This design comes from an exercise in tuning for small area, a short achievable clock period and few clock cycles per item on the open sky130 flow, not from production work.
In this exercise RTL edits were held to simulation tests only and were not proved equivalent to the original.

==> flow/design.v, too long to show whole: its modules and the start of the top module <==
// module milestone1: 205 lines
// module m1_engine1: 644 lines
// module m1_final10: 98 lines
// module m1_final11: 117 lines
// module m1_tap: 108 lines
// module m1_dif: 119 lines
// module m1_filter: 159 lines
module milestone1 (
    input  logic        CLOCK_50_I,
    input  logic        resetn,
    input  logic        M1_start,
    input  logic [15:0] SRAM_read_data,
    output logic [15:0] SRAM_write_data,
    output logic [17:0] SRAM_address,
    output logic        SRAM_we_n,
    output logic        M1_done
);
  // ...
==> flow/flow/run.sh <==
#!/bin/bash
set -euo pipefail
sed 's/SETUP_SLACK_MARGIN=5 /SETUP_SLACK_MARGIN=7 /' standard.sh > standard_m.sh
grep -q 'SETUP_SLACK_MARGIN=7 ' standard_m.sh
bash standard_m.sh > standard_m.log 2>&1
==> flow/standard.sh <==
#!/bin/bash
# synth_recipe.tcl (not shown) runs the flow's synth.tcl, then flattens the netlist and writes it again
# the make line also repeats each setting of config.mk as NAME=value (left out here)
make -C /OpenROAD-flow-scripts/flow DESIGN_CONFIG=/design/flow/config.mk WORK_HOME=/design/flow/orfs CLKGATE_MAP_FILE= SYNTH_SCRIPT=/design/flow/synth_recipe.tcl "${@:-finish}"
==> flow/config.mk <==
export PLATFORM = sky130hd
export DESIGN_NAME = milestone1
export DESIGN_NICKNAME = milestone1
export VERILOG_FILES = /design/flow/design.v
export SDC_FILE = /design/flow/constraint.sdc
export NUM_CORES = 4
export LEC_CHECK = 0
export CAP_MARGIN = 20
export CORE_MARGIN = 2
export CORE_UTILIZATION = 40
export CTS_BUF_LIST = sky130_fd_sc_hd__clkbuf_4 sky130_fd_sc_hd__clkbuf_8
export SETUP_SLACK_MARGIN = 5
export SLEW_MARGIN = 20
export SYNTH_HIERARCHICAL = 1
export SYNTH_MINIMUM_KEEP_SIZE = 0
==> flow/constraint.sdc <==
create_clock -name core_clock -period 10.5 [get_ports {CLOCK_50_I}]
set_input_delay 2.1000 -clock core_clock [delete_from_list [all_inputs] [get_ports {CLOCK_50_I}]]
set_output_delay 2.1000 -clock core_clock [all_outputs]
set_load 0.01 [all_outputs]
==> results_dict.tcl, run 1 <==
set metrics [dict create \
    hold_viol_final 0 \
    nNetsFinal 2983 \
    route.detailed.drc 0 \
    hold_buffers 0 \
    first_global_vias 17900 \
    syn_area_mm2 0.0269 \
    status "timing/DRC/antenna clean" \
    fin_util_pct 44.3 \
    synthCells 2510 \
    ctsResizeCount 64 \
    cts_made_buffers 73 \
    antenna_cells 1 \
    r2r_start "e1[3]" \
    cp.depth 16 \
    wirelength_um 62500 \
    timing.hold.ws_ns 0.399 \
    crit_path_max_incr_delay_ns 0.55 \
    clkTransAtPathRegs_ns 0.06 \
    ant_nets 0 \
    antenna_found_initial 4 \
    taps 873 \
    met1_usage_pct 23.2 \
    setup_violations 0 \
    viasPerCell 5.03 \
    crit_family "adder cells" \
    fill_cells 6206 \
    cts_max_level 3 \
    fin_crit_sh_pct 33.4 \
    wl_met1_um 27000 \
    cts_tree "yes" \
    io_pins 55 \
    rows 95 \
]
Testbench counts, summed over its fixed seeds: cycles 1,152,162, pixels 460,800.
==> run 2: changes to the inputs <==
--- a/flow/config.mk
+++ b/flow/config.mk
@@ -9,5 +9,4 @@
 export CORE_MARGIN = 2
 export CORE_UTILIZATION = 40
-export CTS_BUF_LIST = sky130_fd_sc_hd__clkbuf_4 sky130_fd_sc_hd__clkbuf_8
 export SETUP_SLACK_MARGIN = 5
 export SLEW_MARGIN = 20
==> run 2 against run 1 <==
Net effect: die area unchanged; fmax decreased by 0.63%; hold slack got worse by 0.00094 ns; register-to-register slack got worse by 0.02 ns; sequential cell count unchanged; largest cell class unchanged.
==> results_dict.tcl, run 2 <==
set metrics [dict create \
    status "timing/DRC/antenna clean" \
    max_clock_freq_mhz 283 \
    ctsRootBufferMaster "clkbuf_16" \
    setup_violations 0 \
    crit_family "adder cells" \
    critPathArrivalTime_ns 3.81 \
    wirelength_um 62200 \
    grt_pass1_wl_um 97100 \
    dieHeight_um 263 \
    top_regs "us: 56 flops, vs: 56 flops" \
    critPathMaxFanout 6 \
    dr.first_iter.drc_count 1078 \
    grt_util_all_layers_pct 17.9 \
    cts_buffer_depth 3 \
    synthCells 2510 \
    crit_type "register to register" \
    dieArea_mm2 0.0694 \
    start_util_pct 40.2 \
    first_pass_iters 5 \
    clock_latency_ns 0.61 \
    wl_per_cell_um 18.3 \
    first_global_vias 17600 \
    required_ns 10.78 \
    antenna_found_initial 6 \
    skew_ns 0.0501 \
    dp_hpwl_um 47600 \
    layout_common_cells "inv_1, dfxtp_1, fa_1" \
    nNetsFinal 2951 \
    fp.dieW_um 263 \
    final-seq-area_mm2 0.00995 \
    cts_tree "yes" \
    route.detailed.drc 0 \
    multi_input_area_mm2 0.0143 \
    antenna_cells 0 \
    io_pins 55 \
    synth_warnings 9 \
    start_kind "register" \
    final_common_cell "inv_1" \
    min_period_ns 3.53 \
    grt_max_degree 61 \
    clock-sinks 413 \
    hp-class "register to register" \
    hold_viol_final 0 \
    num_vias 17100 \
    rows 95 \
    slew_headroom_pct 38.7 \
    routabilityCongestion 1.01 \
    fin_crit_sh_pct 33.6 \
    worst_setup_path_end_kind "register" \
    worst-path-buf-inv 5 \
    ant_nets 0 \
    syn_area_mm2 0.0269 \
    area_delta_synth_final_pct 9.42 \
    max_slew.worst_pin.slew_ns 0.918 \
    cts_made_buffers 47 \
    cp_slowest_cell "fa_1" \
    overflow 0 \
    clkTransAtPathRegs_ns 0.06 \
    postSynthAreaPerCell_um2 10.7 \
    core_mm2 0.0669 \
    crit_path_max_incr_delay_ns 0.43 \
    setup_tns_ns 0 \
    port-buffer-count 54 \
    viasPerCell 5.03 \
    drive_above_1_share_pct 11.9 \
    drv_cap 0 \
    path_cells "inv_2 -> ha_1 -> inv_1 -> fa_1 -> fa_1 -> inv_1 -> fa_1 -> inv_2 -> ha_4 -> and4_1 -> o21ai_2 -> a21oi_2 -> or3_4 -> inv_1 -> a21oi_1" \
    fill_cells 6201 \
    hold_buffers 0 \
    rsz0062_at_grt "yes" \
    slew_viol_final 0 \
    cts_max_level 2 \
]
## run 2: timing repair
item                                    CTS  global route
endpoints found under the setup margin   52            26
endpoints found under the hold margin     0             0
gates resized for setup                  54            17
setup buffers                            19            38
pin swaps                                 9             9
## run 2: final cells by class
class	instances	share of cell area [%]
timing repair buffer	122	3.42
clock buffer	66	4.56
clock inverter	22	0.667
multi-input combinational	1480	48.4
sequential	413	33.8
tap	873	3.71
inverter	418	5.43
## run 2: routing by layer
layer  track usage (%)  part of all wire [%]
met5                 0                 0.040
met4              8.15                   4.3
met3              4.22                   6.2
met2              28.9                    46
met1              22.7                    43
## run 2: per-stage QoR
step	worst slack (ns)	hold slack [ns]	instances	instance area, µm²	util [%]
finish	6.97	0.398	3394	29400	44.0
global route	6.81	0.408	3394	29400	44.0
CTS	6.95	0.410	3356	29100	43.5
detailed placement	6.72	0.402	3249	27400	41.0
global placement	6.78	0.403	3249	27400	41.0
floorplan	7.02	0.355	2511	26900	-
## run 2: path summary, 6_finish.rpt
path | to | cells after the start | start | slack, ns
setup / recovery | op_u[8] | 15 | e1[5] | 6.97
hold / removal | fa3[5] | 0 | a3[5] | 0.40
setup reg to reg | op_u[8] | 15 | e1[5] | 6.97
hold reg to reg | fa3[5] | 0 | a3[5] | 0.40
max in group asynchronous | ph[4] | 2 | resetn | 8.28
min in group asynchronous | SRAM_address[5] | 2 | resetn | 1.88
==> run 3: changes to the inputs <==
--- a/flow/config.mk
+++ b/flow/config.mk
@@ -9,4 +9,6 @@
 export CORE_MARGIN = 2
 export CORE_UTILIZATION = 40
+export CTS_BUF_LIST = sky130_fd_sc_hd__clkbuf_8 sky130_fd_sc_hd__clkbuf_16
+export CTS_CLUSTER_SIZE = 16
 export SETUP_SLACK_MARGIN = 5
 export SLEW_MARGIN = 20
==> run 3 against run 2 <==
Net effect: core utilization up 0.20 points; register-to-register slack got worse by 0.02 ns; cell area rose by 0.45%; critical endpoint unchanged.
==> results_dict.tcl, run 3 <==
set metrics [dict create \
    first_pass_iters 5 \
    cts_made_buffers 47 \
    clkTransAtPathRegs_ns 0.06 \
    dp_hpwl_um 47600 \
    fin_crit_sh_pct 33.8 \
    layout_common_cells "inv_1, dfxtp_1, fa_1" \
    crit_type "register to register" \
    antenna_found_initial 3 \
    setup_violations 0 \
    clock-sinks 413 \
    route.detailed.drc 0 \
    start_kind "register" \
    grt_util_all_layers_pct 17.9 \
    dieArea_mm2 0.0694 \
    clock_latency_ns 0.60 \
    start_util_pct 40.2 \
    max_clock_freq_mhz 282 \
    fp.dieW_um 263 \
    busiest_layer "met2" \
    viasPerCell 5.06 \
    status "timing/DRC/antenna clean" \
    port-buffer-count 54 \
    grt_use_met3_pct 3.46 \
    rows 95 \
    rsz0062_at_grt "yes" \
    max_slew.worst_pin.slew_ns 0.921 \
    skew_ns 0.0261 \
    slew_viol_final 0 \
    met1_usage_pct 23.2 \
    syn_area_mm2 0.0269 \
    first_global_vias 17600 \
    routabilityCongestion 1.01 \
    required_ns 10.79 \
    io_pins 55 \
    setup_tns_ns 0 \
    worst_setup_path_end_kind "register" \
    drive_above_1_share_pct 12.2 \
    wl_per_cell_um 18.3 \
    final_common_cell "inv_1" \
    slew_headroom_pct 38.5 \
    drv_cap 0 \
    dieHeight_um 263 \
    hold_buffers 0 \
    num_vias 17200 \
    synthCells 2510 \
    area_delta_synth_final_pct 9.92 \
    grt_pass1_wl_um 97600 \
    grt_use_met2_pct 29.5 \
    overflow 0 \
    hp-class "register to register" \
    critPathArrivalTime_ns 3.84 \
    min_period_ns 3.55 \
    nNetsFinal 2955 \
    post_dp_cell_area_mm2 0.0274 \
    critPathMaxFanout 6 \
    cts_max_level 2 \
    grt_max_degree 61 \
    core_mm2 0.0669 \
    top_regs "us: 56 flops, vs: 56 flops" \
    postSynthAreaPerCell_um2 10.7 \
    cts_buffer_depth 3 \
    wirelength_um 62200 \
    fin_area_mm2 0.0296 \
    ctsRootBufferMaster "clkbuf_16" \
    dr.first_iter.drc_count 1168 \
    hold_viol_final 0 \
    antenna_cells 0 \
    cts_tree "yes" \
    synth_warnings 9 \
    ant_nets 0 \
]
run 3: worst paths after layout:
kind / cells after the start / from / slack [ns] / to
max reg2reg: 15 / e1[5] / 6.95 / op_u[8]
max: 15 / e1[5] / 6.95 / op_u[8]
min reg2reg: 0 / a3[5] / 0.40 / fa3[5]
min: 0 / a3[5] / 0.40 / fa3[5]
min in group asynchronous: 2 / resetn / 1.90 / SRAM_address[11]
max in group asynchronous: 2 / resetn / 8.28 / SRAM_we_n
run 3: final cells by class:
class / instances / area, µm²
inverters: 418 / 1600
fillers: 6198 / 37300
repair buffers: 126 / 1040
multi-input cells: 1480 / 14300
clock inverters: 30 / 228
clock buffers: 58 / 1350
flip-flops and latches: 413 / 9950
well taps: 873 / 1090
run 3: worst max-delay path: stages, from the launching register on:
cell and delay, ns:
dfxtp_2 0.32, inv_2 0.05, ha_1 0.19, inv_1 0.07
fa_1 0.43, fa_1 0.42, inv_1 0.08, fa_1 0.40
inv_2 0.09, ha_4 0.22, and4_1 0.23, o21ai_4 0.11
a21oi_2 0.10, or3_4 0.39, inv_1 0.07, a21oi_1 0.06
run 3: layer usage:
metal  share of wire (%)  vias up  wire [µm]
met4                 3.7        0       2300
met5                   0        -          0
li1                    -     8164          -
met3                 5.6      128       3460
met1                  44     8458      27100
met2                  47      431      29400
run 3: timing repair:
action,4_1_cts,5_1_grt
setup endpoints to repair,51,25
setup buffers,20,41
gates resized for setup,50,32
pin swaps,9,10
run 3: stage by stage:
stage	instances	hold WS, ns	worst slack (ns)	util (%)
final	3398	0.398	6.95	44.2
after global routing	3398	0.408	6.82	44.2
after CTS	3357	0.410	6.95	43.5
after detailed placement	3249	0.402	6.72	41.0
after global placement	3249	0.403	6.78	41.0
after floorplan	2511	0.355	7.02	-
==> run 4: changes to the inputs <==
--- a/flow/config.mk
+++ b/flow/config.mk
@@ -9,6 +9,7 @@
 export CORE_MARGIN = 2
 export CORE_UTILIZATION = 40
-export CTS_BUF_LIST = sky130_fd_sc_hd__clkbuf_8 sky130_fd_sc_hd__clkbuf_16
-export CTS_CLUSTER_SIZE = 16
+export CTS_BUF_LIST = sky130_fd_sc_hd__clkbuf_16
+export CTS_CLUSTER_DIAMETER = 60
+export CTS_CLUSTER_SIZE = 32
 export SETUP_SLACK_MARGIN = 5
 export SLEW_MARGIN = 20
==> run 4 against run 3 <==
Net effect: wire length shrank 0.48%; sequential share of layout area is 0.38 points higher; cell count shrank 0.71%; critical endpoint unchanged; largest cell class unchanged; still clean; via count is 1.2% lower; fmax up 1.6%; clock-buffer cell count shrank 22.
==> results_dict.tcl, run 4 <==
set metrics [dict create \
    synthCells 2510 \
    viasPerCell 5.03 \
    cts_made_buffers 35 \
    required_ns 10.82 \
    fill_cells 6216 \
    slew_headroom_pct 38.9 \
    hold_buffers 0 \
    final_common_cell "inv_1" \
    fin_crit_sh_pct 33.2 \
    start_util_pct 40.2 \
    worstRegToRegCells 16 \
    critPathMaxFanout 5 \
    fp.dieW_um 263 \
    cp_slowest_cell "fa_1" \
    grt_util_all_layers_pct 17.8 \
    r2r_start "e1[3]" \
    crit_path_max_incr_delay_ns 0.50 \
    postSynthAreaPerCell_um2 10.7 \
    pre_cts_slack_ns 6.72 \
    worstHoldPathCells 0 \
    dieArea_mm2 0.0694 \
    rr_endpoint "op_u[8]" \
    ant_nets 0 \
    antenna_found_initial 5 \
    rsz0062_at_grt "yes" \
    clkTransAtPathRegs_ns 0.09 \
    dr.first_iter.drc_count 1093 \
    skew_ns 0.0559 \
    wirelength_um 61900 \
    clock_latency_ns 0.61 \
    min_period_ns 3.49 \
    setup_violations 0 \
    worstHoldStart "a3[5]" \
    cts_max_level 2 \
    overflow 0 \
    multi_input_area_mm2 0.0143 \
    setup_tns_ns 0 \
    worst_setup_path_end_kind "register" \
    route.detailed.drc 0 \
    rows 95 \
    grt_max_degree 61 \
    cp_common_cell "inv_2" \
    grt_pass1_wl_um 96400 \
    port-buffer-count 54 \
    drv_cap 0 \
    wl_met3_um 3880 \
    layout.cells.non_filler 3374 \
    drive_above_1_share_pct 11.6 \
    core_mm2 0.0669 \
    top_regs "us: 56 flops, vs: 56 flops" \
    holdPathEnd "fa3[5]" \
    setup_slack_ns 7.01 \
    dieHeight_um 263 \
    dp_hpwl_um 47600 \
    critPathArrivalTime_ns 3.81 \
    antenna_cells 0 \
    num_vias 17000 \
    nNetsFinal 2944 \
    area_delta_synth_final_pct 8.67 \
    start_kind "register" \
    first_pass_iters 7 \
    layout_common_cells "inv_1, dfxtp_1, fa_1" \
    top_layer "met5" \
    status "timing/DRC/antenna clean" \
    reg2reg_slack_ns 7.01 \
    cts_tree "yes" \
    hp-class "register to register" \
    first_global_vias 17500 \
    crit_type "register to register" \
    path_cells "inv_2 -> ha_1 -> inv_1 -> fa_1 -> inv_2 -> fa_2 -> fa_1 -> inv_2 -> ha_4 -> a21oi_4 -> o21ai_2 -> a21oi_2 -> a21oi_2 -> or3_4 -> inv_1 -> a21oi_1" \
    max_clock_freq_mhz 286 \
    routabilityCongestion 1.01 \
    wl_per_cell_um 18.4 \
    slew_viol_final 0 \
    wl_met1_um 26700 \
    syn_area_mm2 0.0269 \
    crit_family "adder cells" \
    synth_warnings 9 \
    final-seq-area_mm2 0.00995 \
    clock-sinks 413 \
    place_inst 3249 \
    cts_buffer_depth 3 \
    max_slew.worst_pin.slew_ns 0.915 \
    routed-wl-met2_um 28700 \
    io_pins 55 \
    hold_viol_final 0 \
    worst-path-buf-inv 5 \
    ctsRootBufferMaster "clkbuf_16" \
]
## run 4: area by class of cell
| class | instances | share of cell area (%) |
|---|---|---|
| inverters | 418 | 5.47 |
| repair buffers | 127 | 3.57 |
| clock inverters | 27 | 1.33 |
| well taps | 873 | 3.74 |
| multi-input cells | 1480 | 48.8 |
| clock buffers | 36 | 3.08 |
| flip-flops and latches | 413 | 34.0 |
## run 4: repair_timing
item	in CTS	in global routing
endpoints found under the hold margin	0	0
cloned	0	0
buffers inserted	20	42
setup endpoints to repair	51	32
pin swaps	8	7
gates resized for setup	49	22
## run 4: how the worst max path moves through the flow
| stage | startpoint | end | slack [ns] | cells after the start |
|---|---|---|---|---|
| after floorplan | e1[3] | op_u[8] | 7.02 | 17 |
| after global placement | op_y[1] | q_g_gg[3] | 6.78 | 10 |
| after detailed placement | M1_start | SRAM_address[3] | 6.72 | 5 |
| after CTS | SRAM_we_n | SRAM_we_n | 6.95 | 1 |
| after global routing | e1[3] | op_u[5] | 6.85 | 17 |
| final | e1[3] | op_u[8] | 7.01 | 16 |
## run 4: per-stage QoR
step | utilization [%] | instance area [µm²] | hold WS, ns
floorplan | - | 26900 | 0.355
global placement | 41.0 | 27400 | 0.403
detailed placement | 41.0 | 27400 | 0.402
CTS | 43.1 | 28800 | 0.414
global route | 43.7 | 29200 | 0.413
finish | 43.7 | 29200 | 0.404
## run 4: layer usage
metal	global-route usage, %	vias to the layer above
met4	7.75	2
met5	0	-
li1	-	8127
met2	28.8	441
met1	22.7	8283
met3	4.42	129
==> run 5: changes to the inputs <==
--- a/flow/config.mk
+++ b/flow/config.mk
@@ -10,6 +10,6 @@
 export CORE_UTILIZATION = 40
 export CTS_BUF_LIST = sky130_fd_sc_hd__clkbuf_16
-export CTS_CLUSTER_DIAMETER = 60
-export CTS_CLUSTER_SIZE = 32
+export CTS_CLUSTER_DIAMETER = 80
+export CTS_CLUSTER_SIZE = 24
 export SETUP_SLACK_MARGIN = 5
 export SLEW_MARGIN = 20
==> run 5 against run 4 <==
Net effect: clock-buffer cell count shrank 9; fmax shrank 1.2%; synthesized cell count is the same; largest cell class unchanged; highest routed layer unchanged.
==> results_dict.tcl, run 5 <==
set metrics [dict create \
    first_pass_iters 4 \
    layout_common_cells "inv_1, dfxtp_1, fa_1" \
    status "timing/DRC/antenna clean" \
    synthCells 2510 \
    wirelength_um 61600 \
    rr_endpoint "op_u[8]" \
    antenna_cells 0 \
    hold_viol_final 0 \
    grt_util_all_layers_pct 17.6 \
    hold_buffers 0 \
    rsz0062_at_grt "yes" \
    core_mm2 0.0669 \
    clkTransAtPathRegs_ns 0.09 \
    viasPerCell 5.05 \
    num_vias 17000 \
    place_inst 3249 \
    grt_pass1_wl_um 96000 \
    antenna_found_initial 4 \
    setup_tns_ns 0 \
    routabilityCongestion 1.01 \
    grt_max_degree 61 \
    cts_made_buffers 27 \
    max_clock_freq_mhz 283 \
    io_pins 55 \
    min_period_ns 3.53 \
    critPathMaxFanout 5 \
    required_ns 10.84 \
    nNetsFinal 2932 \
    overflow 0 \
    slew_viol_final 0 \
    r2r_start "e1[5]" \
    clock_latency_ns 0.62 \
    dieHeight_um 263 \
    top_regs "us: 56 flops, vs: 56 flops" \
    synth_warnings 9 \
    postSynthAreaPerCell_um2 10.7 \
    setup.worst_path.end "op_u[8]" \
    area_delta_synth_final_pct 7.39 \
    port-buffer-count 54 \
    layout.cells.non_filler 3357 \
    drive_above_1_share_pct 11.1 \
    fin_crit_sh_pct 33.7 \
    cts_max_level 1 \
    max_slew.worst_pin.slew_ns 0.927 \
    first_global_vias 17400 \
    setup.worst_path.start "e1[5]" \
    clock-sinks 413 \
    cts_tree "yes" \
    drv_cap 0 \
    worst_setup_path_end_kind "register" \
    rows 95 \
    dieArea_mm2 0.0694 \
    slew_headroom_pct 38.1 \
    skew_ns 0.0284 \
    setup_violations 0 \
    crit_type "register to register" \
    critPathArrivalTime_ns 3.87 \
    wl_per_cell_um 18.3 \
    final_common_cell "inv_1" \
    ant_nets 0 \
    dr.first_iter.drc_count 1096 \
    hp-class "register to register" \
    cts_buffer_depth 3 \
    start_util_pct 40.2 \
    reg2reg_slack_ns 6.97 \
    worstRegToRegCells 16 \
    route.detailed.drc 0 \
    dp_hpwl_um 47600 \
    ctsRootBufferMaster "clkbuf_16" \
    syn_area_mm2 0.0269 \
    start_kind "register" \
    fp.dieW_um 263 \
]
-- run 5: layout make-up --
class / count / area (µm²)
Fill cell: 6237 / 38000
Tap cell: 873 / 1090
Multi-Input combinational cell: 1480 / 14300
Timing Repair Buffer: 123 / 1020
Sequential cell: 413 / 9950
Clock buffer: 27 / 676
Clock inverter: 23 / 234
Inverter: 418 / 1600
-- run 5: stage by stage --
step	area, µm²	utilization [%]	hold WS, ns	setup slack, ns
after floorplan	26900	-	0.355	7.02
after global placement	27400	41.0	0.403	6.78
after detailed placement	27400	41.0	0.402	6.72
after CTS	28500	42.6	0.415	6.94
after global routing	28900	43.2	0.413	6.84
final	28900	43.2	0.402	6.97
-- run 5: metal layers --
metal	vias up	global-route usage [%]	share of wire, %
met5	-	0	0.021
met4	2	6.47	4.0
met3	110	3.08	5.1
met2	417	29.4	47
met1	8336	22.9	44
li1	8104	-	-
-- run 5: critical path: stages (launching register included) --
cell and delay (ns):
dfxtp_2 0.33, inv_2 0.08, ha_4 0.13, inv_2 0.03, fa_1 0.49, inv_1 0.05, fa_2 0.34, fa_1 0.55
inv_2 0.05, ha_4 0.23, a21oi_4 0.14, o21ai_2 0.09, a21oi_4 0.18, a21oi_2 0.09, or3_4 0.39, inv_2 0.06
a21oi_2 0.04
-- run 5: worst min path at each step --
stage | startpoint | end | cells past startpoint
6_report | a3[5] | fa3[5] | 0
5_1_grt | a3[5] | fa3[5] | 0
4_1_cts | a3[5] | fa3[5] | 0
3_5_place_dp | a3[5] | fa3[5] | 0
3_3_place_gp | a3[5] | fa3[5] | 0
2_1_floorplan | a3[0] | fa3[0] | 0
-- run 5: what timing repair did --
item	CTS	global route
gates resized for setup	52	34
setup endpoints to repair	50	31
endpoints found under the hold margin	0	0
setup buffers	19	39
pin swaps	9	17

[static timing again, ports no longer ideal]
No port has a modelled driver above. Below, the same layouts with a new extraction and two added sets of constraints.
Step 1 (the two cells are an assumption about what drives the block):
set clk [get_ports {CLOCK_50_I}]
set_driving_cell -lib_cell sky130_fd_sc_hd__clkbuf_16 $clk
set_driving_cell -lib_cell sky130_fd_sc_hd__buf_2 [delete_from_list [all_inputs] $clk]
Step 2, shift: input delay + t, output delay - t, t = (earliest + latest rising clock arrival at the registers) / 2. This alone moves slack from input paths to output paths.
Slacks: no drivers / after step 1 / after step 2; pairs: no drivers / after step 1.
run	shift t [ns]	slack for setup (ns)	pins driven straight from the clock port
run 1	0.742	6.991 / 6.991 / 6.694	1
run 2	0.649	6.969 / 6.969 / 6.692	1
run 3	0.645	6.954 / 6.954 / 6.700	1
run 4	0.642	7.009 / 7.009 / 6.732	1
run 5	0.669	6.966 / 6.966 / 6.718	1
After both steps setup and hold are still met in every run listed. For run 1, which loses most, drivers alone change the setup slack by 0.000 ns; drivers and shift together by -0.297 ns.
